This design comes from an exercise in tuning for small area and a short achievable clock period on the open sky130 flow, not from production work. Only simulation tests tie the RTL to the original design; equivalence was not proved.

## IEEE754_Mult
module IEEE754_Mult
(
	input clock,
	input resetn,
	input [31:0] a,
	input [31:0] b,
	output [31:0] y
);
Size: ~110 flip-flops, roughly 16000 sq um of cells after synthesis.
==> flow/config.mk <==
export PLATFORM = sky130hd
export DESIGN_NAME = IEEE754_Mult
export DESIGN_NICKNAME = IEEE754_Mult
export VERILOG_FILES = /design/flow/design.v
export SDC_FILE = /design/flow/constraint.sdc
export NUM_CORES = 4
export LEC_CHECK = 0
export CAP_MARGIN = 20
export CORE_MARGIN = 2
export CORE_UTILIZATION = 40
export CTS_BUF_LIST = sky130_fd_sc_hd__clkbuf_4 sky130_fd_sc_hd__clkbuf_8
export SETUP_SLACK_MARGIN = 5
export SLEW_MARGIN = 75
export SYNTH_HIERARCHICAL = 1
==> flow/constraint.sdc <==
create_clock -name core_clock -period 11.0 [get_ports {clock}]
set_input_delay 2.2000 -clock core_clock [delete_from_list [all_inputs] [get_ports {clock}]]
set_output_delay 2.2000 -clock core_clock [all_outputs]
set_load 0.01 [all_outputs]
standard.sh (not shown) runs the stock make flow with config.mk's settings and CLKGATE_MAP_FILE= SYNTH_SCRIPT=/design/flow/synth_recipe.tcl, a recipe that flattens the netlist after the stock synthesis.
==> flow/flow/run.sh <==
#!/bin/bash
set -euo pipefail
bash standard.sh SETUP_SLACK_MARGIN=7 TNS_END_PERCENT=1 "BUFFER_PORTS_ARGS=-buffer_cell sky130_fd_sc_hd__buf_2"  finish > standard.log 2>&1
The baseline finished clean.
Rerun with:
==> flow/flow/run.sh (replaced) <==
#!/bin/bash
set -euo pipefail
bash standard.sh SETUP_SLACK_MARGIN=6.4 TNS_END_PERCENT=100 "BUFFER_PORTS_ARGS=-buffer_cell sky130_fd_sc_hd__buf_2"  finish > standard.log 2>&1
Settings changed: SLEW_MARGIN 75 to 20.
Outcome:
- The new run went through all stages and came out clean
- global-route usage is lower by 0.29 points
- wire length is higher slightly
- synthesized area stays the same
- synthesized cell count is unchanged
- via count is lower slightly
Rerun with:
==> flow/flow/run.sh (replaced) <==
#!/bin/bash
set -euo pipefail
bash standard.sh SETUP_SLACK_MARGIN=7 TNS_END_PERCENT=1 "BUFFER_PORTS_ARGS=-buffer_cell sky130_fd_sc_hd__buf_2"  finish > standard.log 2>&1
Settings changed: CORE_UTILIZATION 40 to 60.
The changed run completed without violations.
Sequential share of layout area went up by 0.20 points.
Setup slack loses 0.20 ns.
Count of clock-buffer cells in the layout climbs by 2.
Die area decreases by about 33%.
Worst hold slack got worse by 0.013 ns.
First-iteration DRC count goes up by about 17%.
Rerun with:
Settings changed: CORE_UTILIZATION 60 to 40, CTS_BUF_LIST sky130_fd_sc_hd__clkbuf_4 sky130_fd_sc_hd__clkbuf_8 to sky130_fd_sc_hd__clkbuf_16, CTS_CLUSTER_DIAMETER set to 400, CTS_CLUSTER_SIZE set to 60.
The changed run produced a clean layout.
Final cell count goes up by 10%.
Routed wire length came out higher by 2.3%.
Final area rises by 3.2%.
Maximum frequency came out higher by about 4%.
Non-clock buffer count came out higher by 4.
Rerun with:
Settings changed: CTS_BUF_LIST sky130_fd_sc_hd__clkbuf_16 to sky130_fd_sc_hd__clkbuf_4 sky130_fd_sc_hd__clkbuf_8, CTS_CLUSTER_DIAMETER 400 to unset, CTS_CLUSTER_SIZE 60 to unset.
The changed run finished clean.
Fmax fell slightly.
Clock skew is about the same.
Routed wire length decreases slightly.
Sequential share of layout area came out higher by 0.20 points.
Non-clock buffer count goes down by 3.
Worst hold slack improves by 0.0037 ns.
Die area is unchanged.
Cell area falls slightly.
Rerun with:
==> flow/flow/run.sh (replaced) <==
#!/bin/bash
set -euo pipefail
bash standard.sh SETUP_SLACK_MARGIN=6.6 TNS_END_PERCENT=100 "BUFFER_PORTS_ARGS=-buffer_cell sky130_fd_sc_hd__buf_2"  finish > standard.log 2>&1
After rerunning:
- The changed run completed without violations
- register-to-register slack gets better by 0.23 ns
- synthesized cell count does not change
- synthesized area stays the same

-- re-timing with driven ports --
How much do the figures lean on ideal ports? The routed layouts below were timed once more, with nothing changed but the port constraints. Step 1 (the two cells are an assumption about what drives the block):
set clk [get_ports {clock}]
set_driving_cell -lib_cell sky130_fd_sc_hd__clkbuf_16 $clk
set_driving_cell -lib_cell sky130_fd_sc_hd__buf_2 [delete_from_list [all_inputs] $clk]
Step 2, shift: input delay + t, output delay - t, t = (earliest + latest rising clock arrival at the registers) / 2. This alone moves slack from input paths to output paths. Slacks: ideal / step 1 / step 2; pairs: ideal / step 1.
| run | shift t [ns] | setup slack, ns | worst setup path after step 2 | latest minus earliest clock arrival (ns) | worst slew at a driven data input, ns |
|---|---|---|---|---|---|
| the first run | 0.484 | 6.263 / 6.219 / 6.354 | register to register | 0.015 / 0.015 | 0.03 |
| the second run | 0.492 | 6.381 / 6.336 / 6.470 | register to register | 0.024 / 0.023 | 0.03 |
| the third run | 0.497 | 6.185 / 6.133 / 6.231 | register to register | 0.039 / 0.039 | 0.03 |
| the fourth run | 0.460 | 6.372 / 6.329 / 6.433 | register to register | 0.017 / 0.017 | 0.03 |
| the fifth run | 0.483 | 6.335 / 6.294 / 6.358 | register to register | 0.018 / 0.018 | 0.03 |
| the sixth run | 0.504 | 6.293 / 6.253 / 6.590 | register to register | 0.027 / 0.027 | 0.04 |
After both steps setup and hold are still met in every run listed.
